What follows belongs to an exercise in optimizing a design on an open flow for small area; a production flow would make more cautious choices. Function not checked in this run: the RTL went through the layout flow alone. Power and IR drop assume default switching activity.

==> flow/design.v <==
module rf_wdec (input a, input b, input clr, output we, output we_n);
    assign we_n = ~(clr | (a & b));
    rf_inv u_i (.a(we_n), .y(we));
endmodule
module rf_inv (input a, output y);
    assign y = ~a;
endmodule
module rf_wbit (input we, input we_n, input q, input wd, output d);
    assign d = ~((we | q) & (we_n | wd));
endmodule
module rf_aoi3 (input [2:0] s, input [2:0] d, output y);
    assign y = ~|(s & d);
endmodule
module rf_rbit (input [30:0] sel, input [30:0] d, output o);
    wire [10:0] y;
    genvar g;
    generate for (g = 0; g < 10; g = g + 1) begin : g_a
        rf_aoi3 u (.s(sel[3*g +: 3]), .d(d[3*g +: 3]), .y(y[g]));
    end endgenerate
    assign y[10] = ~(sel[30] & d[30]);
    assign o = ~&y;
endmodule
module fa_bit (input a, input b, input ci, output s, output co);
    assign s  = a ^ b ^ ci;
    assign co = (a & b) | (ci & (a ^ b));
endmodule
module sel4_bit (input [3:0] s, input [3:0] d, input f, output y);
    assign y = (|(s & d)) | f;
endmodule
module sel2_bit (input s, input s_n, input a, input b, output y);
    assign y = (s & a) | (s_n & b);
endmodule
module pc_bit (input pc, input cy, input jump, input jump_n, input a, output d, output cy_out);
    assign d = (jump & a) | (jump_n & (pc ^ cy));
    assign cy_out = pc & cy;
endmodule
module riscv_core (
    input clk,
    input reset,
    output [31:0] imem_addr,
    input  [31:0] imem_rdata,
    output [31:0] dmem_addr,
    output [31:0] dmem_wdata,
    output [1:0]  dmem_size,
    output        dmem_we,
    input  [31:0] dmem_rdata
);
    reg  [1:0]  ph;       
    reg  [1:0]  pass;     
    reg         clr;      
    reg  [29:0] pc;       
    reg  [31:0] T;        
    reg  [31:0] A;        
    reg         c;        
    reg         z;        
    reg         flag;     
    reg  [31:0] rf [1:31];
    reg         sp;       
    wire [31:0] ins = imem_rdata;
    wire [2:0]  f3  = ins[14:12];
    wire c_lui   = ~ins[6] &  ins[4] &  ins[2] &  ins[5];
    wire c_auipc = ~ins[6] &  ins[4] &  ins[2] & ~ins[5];
    wire c_jal   =  ins[6] &  ins[3];
    wire c_jalr  =  ins[6] & ~ins[3] &  ins[2];
    wire c_br    =  ins[6] & ~ins[2];
    wire c_ld    = ~ins[6] & ~ins[4] & ~ins[5];
    wire c_st    = ~ins[6] & ~ins[4] &  ins[5];
    wire c_opi   = ~ins[6] &  ins[4] & ~ins[2] & ~ins[5];
    wire c_op    = ~ins[6] &  ins[4] & ~ins[2] &  ins[5];
    wire c_alu   = c_opi | c_op;
    wire k_sh    = f3[1:0] == 2'b01;
    wire k_slt   = f3[2:1] == 2'b01;
    wire       t_u  = c_lui | c_auipc;
    wire       t_j  = c_jal;
    wire       t_sb = c_st | c_br;           
    wire       t_i  = ~t_u & ~t_j & ~t_sb;   
    wire       sg   = ins[31];
    wire       q0 = ph == 2'd0, q1 = ph == 2'd1, q2 = ph == 2'd2, q3 = ph == 2'd3;
    wire [7:0] imm_b;
    wire [7:0] ib0 = ({8{t_i}} & ins[27:20]) |
                     ({8{t_sb}} & {ins[27:25], ins[11:8], ins[7] & c_st}) |
                     ({8{t_j}} & {ins[27:21], 1'b0});
    wire [7:0] ib1 = ({8{~t_u & ~t_j}} & {sg, sg, sg, sg, c_br ? ins[7] : sg, ins[30:28]}) |
                     ({8{t_j}} & {ins[15:12], ins[20], ins[30:28]}) |
                     ({8{t_u}} & {ins[15:12], 4'b0000});
    wire [7:0] ib2 = ({8{~t_u & ~t_j}} & {8{sg}}) |
                     ({8{t_j}} & {sg, sg, sg, sg, ins[19:16]}) |
                     ({8{t_u}} & ins[23:16]);
    wire [7:0] ib3 = t_u ? ins[31:24] : {8{sg}};
    assign imm_b = ({8{q0}} & ib0) | ({8{q1}} & ib1) | ({8{q2}} & ib2) | ({8{q3}} & ib3);
    reg [7:0] pc_b;
    always @* begin
        case (ph)
            2'd0: pc_b = {pc[5:0], 2'b00};
            2'd1: pc_b = pc[13:6];
            2'd2: pc_b = pc[21:14];
            default: pc_b = pc[29:22];
        endcase
    end
    reg       rs2sel, rzero, opa_pc, inv, ashift, tload, wen, last, fcap;
    reg [1:0] opb;        
    reg [1:0] wsel;       
    always @* begin
        rs2sel = 1'b0; rzero = 1'b0; opa_pc = 1'b0; inv = 1'b0; ashift = 1'b0;
        tload = 1'b0; wen = 1'b0; last = 1'b0; fcap = 1'b0; opb = 2'd0; wsel = 2'd0;
        if (c_lui) begin
            rzero = 1'b1; wen = 1'b1; last = 1'b1;
        end else if (c_auipc) begin
            opa_pc = 1'b1; wen = 1'b1; last = 1'b1;
        end else if (c_jal | c_jalr) begin
            if (pass == 2'd0) begin
                opa_pc = c_jal; ashift = 1'b1;
            end else begin
                opa_pc = 1'b1; opb = 2'd2; wen = 1'b1; last = 1'b1;
            end
        end else if (c_br) begin
            if (pass == 2'd0) begin
                rs2sel = 1'b1; tload = 1'b1; opa_pc = 1'b1; ashift = 1'b1;
            end else begin
                opb = 2'd1; inv = 1'b1; last = 1'b1;
            end
        end else if (c_ld) begin
            if (pass == 2'd0) ashift = 1'b1;
            else begin wsel = 2'd2; wen = 1'b1; last = 1'b1; end
        end else if (c_st) begin
            if (pass == 2'd0) ashift = 1'b1;
            else begin rs2sel = 1'b1; tload = 1'b1; last = 1'b1; end
        end else if (c_opi) begin
            if (k_sh) begin
                if (pass == 2'd0) tload = 1'b1;
                else begin wsel = 2'd1; wen = 1'b1; last = 1'b1; end
            end else if (k_slt) begin
                if (pass == 2'd0) begin inv = 1'b1; fcap = 1'b1; end
                else begin wsel = 2'd3; wen = 1'b1; last = 1'b1; end
            end else begin
                wen = 1'b1; last = 1'b1;
            end
        end else begin  
            if (k_sh) begin
                if (pass == 2'd0) tload = 1'b1;
                else begin
                    rs2sel = 1'b1; opb = 2'd3; ashift = ph == 2'd0;
                    wsel = 2'd1; wen = 1'b1; last = 1'b1;
                end
            end else if (k_slt) begin
                if (pass == 2'd0) begin rs2sel = 1'b1; tload = 1'b1; end
                else if (pass == 2'd1) begin opb = 2'd1; inv = 1'b1; fcap = 1'b1; end
                else begin wsel = 2'd3; wen = 1'b1; last = 1'b1; end
            end else begin
                if (pass == 2'd0) begin rs2sel = 1'b1; tload = 1'b1; end
                else begin opb = 2'd1; inv = ~f3[2] & ins[30]; wen = 1'b1; last = 1'b1; end
            end
        end
    end
    wire [4:0] rsel = rzero ? 5'd0 : rs2sel ? ins[24:20] : ins[19:15];
    wire [30:0] rsel_h;
    wire [3:0] rs_lo = 4'b0001 << rsel[1:0];
    wire [7:0] rs_hi = 8'b00000001 << rsel[4:2];
    wire [7:0]  port_raw;
    genvar gr, gb;
    generate
        for (gr = 1; gr < 32; gr = gr + 1) begin : g_rsel
            assign rsel_h[gr-1] = rs_lo[gr % 4] & rs_hi[gr / 4];
        end
        for (gb = 0; gb < 8; gb = gb + 1) begin : g_rport
            wire [30:0] col;
            for (gr = 1; gr < 32; gr = gr + 1) begin : g_c
                assign col[gr-1] = rf[gr][gb];
            end
            rf_rbit u_r (.sel(rsel_h), .d(col), .o(port_raw[gb]));
        end
    endgenerate
    wire [7:0] port = port_raw ^ {8{sp & (rsel != 5'd0)}};
    wire [7:0] opa  = opa_pc ? pc_b : port;
    wire [7:0] opbv = (opb == 2'd0) ? imm_b :
                      (opb == 2'd1) ? T[7:0] :
                      {5'b0, (opb == 2'd2) & (ph == 2'd0), 2'b00};
    wire       cin  = (ph == 2'd0) ? inv : c;
    wire [7:0] opbx = opbv ^ {8{inv}};
    wire [8:0] acy;
    wire [7:0] sum;
    assign acy[0] = cin;
    genvar ga;
    generate for (ga = 0; ga < 8; ga = ga + 1) begin : g_add
        fa_bit u_fa (.a(opa[ga]), .b(opbx[ga]), .ci(acy[ga]), .s(sum[ga]), .co(acy[ga+1]));
    end endgenerate
    wire       co   = acy[8];
    wire       logic_op = c_alu & f3[2];
    wire [7:0] alu_out = ~logic_op ? sum :
                         (f3[1:0] == 2'b00) ? (opa ^ opbv) :
                         (f3[1:0] == 2'b10) ? (opa | opbv) : (opa & opbv);
    wire uns = c_br ? f3[1] : f3[0];
    wire lt  = (uns | (opa[7] == opbv[7])) ? ~co : opa[7];
    wire eq  = z & (sum == 8'd0);
    wire taken = f3[2] ? (lt ^ f3[0]) : (eq ^ f3[0]);
    wire [4:0] shamt = ~c_op ? ins[24:20] : (ph == 2'd0) ? port[4:0] : A[28:24];
    wire       right = f3[2];
    wire       left  = ~right & (shamt != 5'd0);
    wire [4:0] m     = left ? (5'd0 - shamt) : shamt;    
    wire [1:0] q     = m[4:3];
    wire [2:0] r     = m[2:0];
    wire [3:0] qh    = {q == 2'd3, q == 2'd2, q == 2'd1, q == 2'd0};
    wire [1:0] sidx  = 2'd3 - ph;
    wire       sign  = T[sidx*8 + 7];
    wire [2:0] kq    = {1'b0, ph} + {1'b0, q};
    wire       lo_wr = kq >= 3'd4;
    wire       hi_wr = kq >= 3'd3;
    wire       fill  = right & ins[30] & sign;
    wire       lo_out = lo_wr ^ left, hi_out = hi_wr ^ left;
    wire [3:0] qlo   = qh & {4{~lo_out}};
    wire [3:0] qhi   = qh & {4{~hi_out}};
    wire [7:0] lo_b, hi_b;
    generate for (ga = 0; ga < 8; ga = ga + 1) begin : g_tap
        sel4_bit u_lo (.s(qlo), .d({T[24+ga], T[16+ga], T[8+ga], T[ga]}), .f(lo_out & fill), .y(lo_b[ga]));
        sel4_bit u_hi (.s(qhi), .d({T[ga], T[24+ga], T[16+ga], T[8+ga]}), .f(hi_out & fill), .y(hi_b[ga]));
    end endgenerate
    wire [15:0] win  = {hi_b, lo_b} >> r;
    wire [7:0] sh_out = win[7:0];
    reg [7:0] ld_raw;
    always @* begin
        case (ph)
            2'd0: ld_raw = dmem_rdata[7:0];
            2'd1: ld_raw = dmem_rdata[15:8];
            2'd2: ld_raw = dmem_rdata[23:16];
            default: ld_raw = dmem_rdata[31:24];
        endcase
    end
    wire ld_in  = (ph == 2'd0) | f3[1] | (f3[0] & (ph == 2'd1));
    wire ld_sgn = ~f3[2] & (f3[0] ? dmem_rdata[15] : dmem_rdata[7]);
    wire [7:0] ld_b = ld_in ? ld_raw : {8{ld_sgn}};
    reg [7:0] wd;
    always @* begin
        case (wsel)
            2'd0: wd = alu_out;
            2'd1: wd = sh_out;
            2'd2: wd = ld_b;
            default: wd = {7'b0, flag & (ph == 2'd0)};
        endcase
        if (clr) wd = 8'd0;
    end
    wire [7:0] wdx = wd ^ {8{sp}};
    wire [4:0] rd = ins[11:7];
    wire [7:0] t_top;
    generate for (ga = 0; ga < 8; ga = ga + 1) begin : g_ttop
        sel2_bit u_t (.s(tload), .s_n(~tload), .a(port[ga]), .b(T[ga]), .y(t_top[ga]));
    end endgenerate
    wire       pc_end  = (ph == 2'd3) & ~clr & last;
    wire       pc_jump = pc_end & (c_jal | c_jalr | (c_br & taken));
    wire [30:0] pcy; wire [29:0] pc_nx;
    assign pcy[0] = pc_end;
    genvar gi;
    generate for (gi = 0; gi < 30; gi = gi + 1) begin : g_inc
        pc_bit u_pc (.pc(pc[gi]), .cy(pcy[gi]), .jump(pc_jump), .jump_n(~pc_jump), .a(A[gi+2]), .d(pc_nx[gi]), .cy_out(pcy[gi+1]));
    end endgenerate
    wire       rf_we = wen & ~clr;
    wire [3:0] rd_lo = {4{rf_we}} & (4'b0001 << rd[1:0]);
    wire [7:0] rd_hi = 8'b00000001 << rd[4:2];
    generate
        for (gr = 1; gr < 32; gr = gr + 1) begin : g_rf
            wire       we, we_n;
            rf_wdec u_d (.a(rd_lo[gr % 4]), .b(rd_hi[gr / 4]), .clr(clr), .we(we), .we_n(we_n));
            wire [7:0] top;
            for (gb = 0; gb < 8; gb = gb + 1) begin : g_w
                rf_wbit u_w (.we(we), .we_n(we_n), .q(rf[gr][gb]), .wd(wdx[gb]), .d(top[gb]));
            end
            always @(posedge clk) rf[gr] <= {top, rf[gr][31:8]};
        end
    endgenerate
    always @(posedge clk or posedge reset) begin
        if (reset) begin
            pc <= 30'd0;
        end else begin
            pc <= pc_nx;
        end
    end
    always @(posedge clk or posedge reset) begin
        if (reset) begin
            ph <= 2'd0;
            pass <= 2'd0;
            clr <= 1'b1;
            sp <= 1'b0;
        end else begin
            ph <= ph + 2'd1;
            if (ph == 2'd3) sp <= ~sp;
            if (ph == 2'd3) begin
                if (clr) clr <= 1'b0;
                else if (last)
                    pass <= 2'd0;
                else
                    pass <= pass + 2'd1;
            end
        end
    end
    always @(posedge clk) begin
        c <= co;
        z <= ((ph == 2'd0) | z) & (sum == 8'd0);
        if (fcap & (ph == 2'd3)) flag <= lt;
        if (ashift) A <= {sum, A[31:8]};
        T <= {t_top, T[31:8]};
    end
    assign imem_addr  = {pc, 2'b00};
    assign dmem_addr  = A;
    assign dmem_wdata = {port, T[31:8]};
    assign dmem_size  = f3[1:0];
    assign dmem_we    = c_st & (pass == 2'd1) & (ph == 2'd3);
endmodule
==> flow/flow/run.sh <==
#!/bin/bash
# The standard layout, with plain buf_1 cells as the port buffers and a clock tree
# built without dummy loads.
set -euo pipefail
bash standard.sh "BUFFER_PORTS_ARGS=-buffer_cell sky130_fd_sc_hd__buf_1" \
  "CTS_ARGS=-sink_clustering_enable -repair_clock_nets -sink_clustering_size 20 -sink_clustering_max_diameter 60 -buf_list {sky130_fd_sc_hd__clkbuf_4 sky130_fd_sc_hd__clkbuf_8} -dont_use_dummy_load" \
  finish > standard_flow.log 2>&1
==> flow/standard.sh <==
#!/bin/bash
# synth_recipe.tcl (not shown) runs the flow's synth.tcl, then flattens the netlist and writes it again
# the make line also repeats each setting of config.mk as NAME=value (left out here)
make -C /OpenROAD-flow-scripts/flow DESIGN_CONFIG=/design/flow/config.mk WORK_HOME=/design/flow/orfs CLKGATE_MAP_FILE= SYNTH_SCRIPT=/design/flow/synth_recipe.tcl "${@:-finish}"
==> flow/config.mk <==
export PLATFORM = sky130hd
export DESIGN_NAME = riscv_core
export DESIGN_NICKNAME = riscv_core
export VERILOG_FILES = /design/flow/design.v
export SDC_FILE = /design/flow/constraint.sdc
export NUM_CORES = 4
export LEC_CHECK = 0
export ABC_AREA = 0
export CAP_MARGIN = 20
export CORE_MARGIN = 2
export CORE_UTILIZATION = 55
export CTS_BUF_LIST = sky130_fd_sc_hd__clkbuf_4 sky130_fd_sc_hd__clkbuf_8
export CTS_CLUSTER_DIAMETER = 60
export CTS_CLUSTER_SIZE = 20
export SLEW_MARGIN = 20
export SYNTH_HIERARCHICAL = 1
==> flow/constraint.sdc <==
create_clock -name core_clock -period 18.0 [get_ports {clk}]
set_input_delay 3.6000 -clock core_clock [delete_from_list [all_inputs] [get_ports {clk}]]
set_output_delay 3.6000 -clock core_clock [all_outputs]
set_load 0.01 [all_outputs]
==> notes.md <==
## per-module statistics from Yosys, one instance, submodules excluded, a selection
module	cells inside	times used	flip-flops and latches	area (sq um)
riscv_core	1779	1	1095	26700
rf_rbit	4	8	0	27.53
pc_bit	2	30	0	21.27
fa_bit	1	8	0	20.02
sel4_bit	3	15	0	18.77
rf_wdec	1	31	0	8.758
rf_wbit	1	248	0	6.256
rf_inv	1	31	0	3.754
## registers in the layout, indices dropped and copies added (netlist names)
register / count
rf: 992
A: 32
T: 32
pc: 30
pass: 2
ph: 2
c: 1
clr: 1
flag: 1
sp: 1
z: 1
## worst reg2reg max path: cells and delay by family, from the launching register on
kind	cells	cell delay (ps)
simple gates	12	3090
compound gates	9	2980
xor+xnor	4	2320
fa+ha+maj	5	1720
buf+inv	5	970
flops	1	430
mux	2	340
## cells in the mapped netlist (all sizes together) (3+ instances only)
cell type / count
a221oi: 12
nor2b: 5
a21oi: 99
a22oi: 5
o21ai: 48
fa: 9
xor2: 11
o22ai: 250
a22o: 40
or3: 9
nor3b: 9
a31oi: 5
o21a: 10
and3b: 4
xnor2: 17
edfxtp: 33
o211ai: 10
ha: 58
nand4b: 3
clkbuf: 37
nor2: 83
a31o: 3
dfrtp: 35
nand3: 16
nand4: 20
and2: 10
nand2b: 9
mux2i: 36
nor3: 8
o31ai: 3
nand3b: 3
inv: 69
buf: 39
nor4: 4
a211oi: 9
a222oi: 109
dfxtp: 1026
and3: 4
a2111o: 8
nand2: 122
## area by class of cell
class	count	area, sq um	area share (%)
Antenna cell	1	2.502	0.007546
Timing Repair Buffer	190	825.8	2.490
Clock buffer	67	922.1	2.781
Inverter	70	262.8	0.7923
Sequential cell	1095	22430	67.65
Multi-Input combinational cell	1082	7780	23.46
Tap cell	748	935.9	2.822
## cells by family (layout without fill, tap and decap cells)
family,Yosys count,after routing,synth area share [%]
buffers and inverters,146,327,2.209
flip-flops,1095,1095,72.82
AO/OA/AOI/OAI,633,633,15.16
AND/OR/NAND/NOR,315,315,4.861
other,1,3,0.01217
multiplexers,37,37,1.206
XOR/XNOR,28,28,0.7960
adder cells (fa/ha/maj),67,67,2.940
## path summary, 6_finish.rpt
path / start / end / slack (ps) / depth (start not counted)
worst max-delay path: imem_rdata[12] / rf[30][30]$_DFF_P_ / 3600 / 37
worst min-delay path: rf[30][30]$_DFF_P_ / rf[30][22]$_DFF_P_ / 270 / 0
worst max register to register: pass[0]$_DFFE_PP0P_ / rf[30][30]$_DFF_P_ / 6020 / 37
worst min register to register: rf[30][30]$_DFF_P_ / rf[30][22]$_DFF_P_ / 270 / 0
max in group asynchronous: reset / pc[8]$_DFF_PP0_ / 14530 / 3
min in group asynchronous: reset / pc[2]$_DFF_PP0_ / 3030 / 3
## routing by layer
metal	part of all wire, %	GRT usage [%]	wire [um]	vias to the layer above
met1	48	37.82	35900	9266
met3	5.9	3.832	4479	122
met5	0	0	0	-
met4	2.7	7.472	2026	0
met2	44	39.63	33000	648
li1	-	-	-	8838
## per-stage QoR
stage / cell area, sq um / worst slack, ps / util (%)
after floorplan: 30810 / 4024 / -
after global placement: 32230 / 3173 / 58.39
after detailed placement: 32240 / 3017 / 58.40
after CTS: 33160 / 3726 / 60.07
after global routing: 33160 / 2950 / 60.08
final: 33160 / 3602 / 60.08
## power by group
part           switching (mW)  internal [mW]  leakage, nW  total (mW)
clock                   0.678          0.338        0.482        1.02
sequential              0.291           3.13         9.40        3.42
combinational           0.941          0.459         3.53        1.40
total                    1.91           3.93         13.4        5.84
==> flow_metrics.env <==
export IMPL_status="complete, no violations"
export IMPL_start_util_pct=55.81
export IMPL_fmax_mhz=69.45
export IMPL_detail_route_wl_per_cell_um=23.18
export IMPL_p_leak_nw=13.41
export IMPL_cts_root_buf="clkbuf_8"
export IMPL_ys_ff_latch=1095
export IMPL_syn_cell_area_sq_um=30810
export IMPL_synth_top_area_share_pct=66.67
export IMPL_grt_pass1_wl_um=111100
export IMPL_dieArea_sq_um=57920
export IMPL_maxCapViolations=0
export IMPL_hold_class="reg -> reg"
export IMPL_setup_viol=0
export IMPL_seq_area_frac_synth_pct=72.82
export IMPL_portBuffers=160
export IMPL_critical_path_top_delay_family="simple AND/OR/NAND/NOR gates"
export IMPL_synth_edf_count=33
export IMPL_core_area_sq_um=55200
export IMPL_power_mw=5.837
export IMPL_slew_headroom_pct=27.07
export IMPL_cp_arrival_ps=14910
export IMPL_synth_largest_area_cell="dfxtp_1"
export IMPL_grt_max_degree=38
export IMPL_place_inst=3185
export IMPL_cts_buffers_inserted=67
export IMPL_slowest_delay_ps=870
export IMPL_drv_slew=0
export IMPL_hold_buffers=0
export IMPL_timing_hold_ws_ps=272.2
export IMPL_cts_setup_buffers=0
export IMPL_drt_pass1_iter_count=8
export IMPL_clock_latency_ps=710
export IMPL_power_density_nw_per_um2=176.0
export IMPL_drt_initial_drc_count=2014
export IMPL_vdd_drop_max_mv=0.1220
export IMPL_cts_reportedPaths_clkPinSlew_ps=110
export IMPL_grt_usage_pct=25.74
export IMPL_cts_tree="built"
export IMPL_vias_per_cell=5.802
export IMPL_max_slew_worst_pin_slew_ps=1089
export IMPL_final_cell_mix="dfxtp_1 (1,026), o22ai_1 (250), buf_1 (160)"
export IMPL_critPathRequiredTime_ps=18510
export IMPL_area_delta_synth_final_pct=7.644
export IMPL_ys_warn_count=9
export IMPL_io_pins=165
export IMPL_cp_slowest_cell="xnor2_2"
export IMPL_grt_pass1_vias=17860
export IMPL_hpwl_um=51810
export IMPL_final_cells=3253
export IMPL_syn_inst=2322
export IMPL_avgSynthCellArea_sq_um=13.27
export IMPL_rsz0062_at_grt="no"
export IMPL_yosys_cell_types_count=80
export IMPL_vias=18870
export IMPL_end_kind="register"
export IMPL_async_flop_share_pct=3.288
export IMPL_fillers=4515
export IMPL_period_minus_slack_ps=14400
export IMPL_ctsHtreeMaxLevel=3
export IMPL_grt_overflow_total=0
export IMPL_cp_buffers_inverters=5
export IMPL_skew_ps=92.60
export IMPL_fin_crit_sh_pct=79.99
export IMPL_cp_max_fo=24
export IMPL_drtAntennaViolNets=0
export IMPL_cts_sinks=1095
export IMPL_gp_congestion=0.9280
export IMPL_mostFrequentLayoutCell="dfxtp_1"
export IMPL_criticalPathCategory="in -> reg"
export IMPL_antenna_found_initial=1
export IMPL_die_w_um=240.7
export IMPL_cts_resized=0
export IMPL_ys_top_cells_by_area="dfxtp_1 (67%), o22ai_1 (5.1%), a222oi_1 (3.5%), edfxtp_1 (3.2%), dfrtp_1 (2.8%)"
export IMPL_clk_path_buf_depth=3
export IMPL_final_setup_tns_ps=0
export IMPL_hold_viol_final=0
export IMPL_startpoint_type="input port"
export IMPL_synth_ff_type="dfxtp_1"
export IMPL_die_h_um=240.7
export IMPL_drive_gt1_share_pct=6.709
export IMPL_wirelength_um=75400
export IMPL_drcViolationCount=0
export IMPL_nNetsFinal=2639
export IMPL_fp_row_count=86

-- port drivers added, routing unchanged --
How much do the figures lean on ideal ports? The routed layout below was timed once more, with nothing changed but the port constraints. Step 1, drivers: a clkbuf_16 drives clk and a buf_2 each remaining input, both assumed. Step 2 times the ports against the registers' clock, not the clock port: input delays grow and output delays shrink by t, the midpoint of the rising clock arrivals with the driver on. Three values: ideal, step 1, step 2; two values: the first two.
t, ns: 0.718
setup WS [ns]: 3.602 / 3.634 / 2.916
worst register clock-pin slew, ns: 0.12 / 0.12
After both steps setup and hold are still met in this run. For this run, drivers alone change the setup slack by +0.032 ns; drivers and shift together by -0.686 ns.
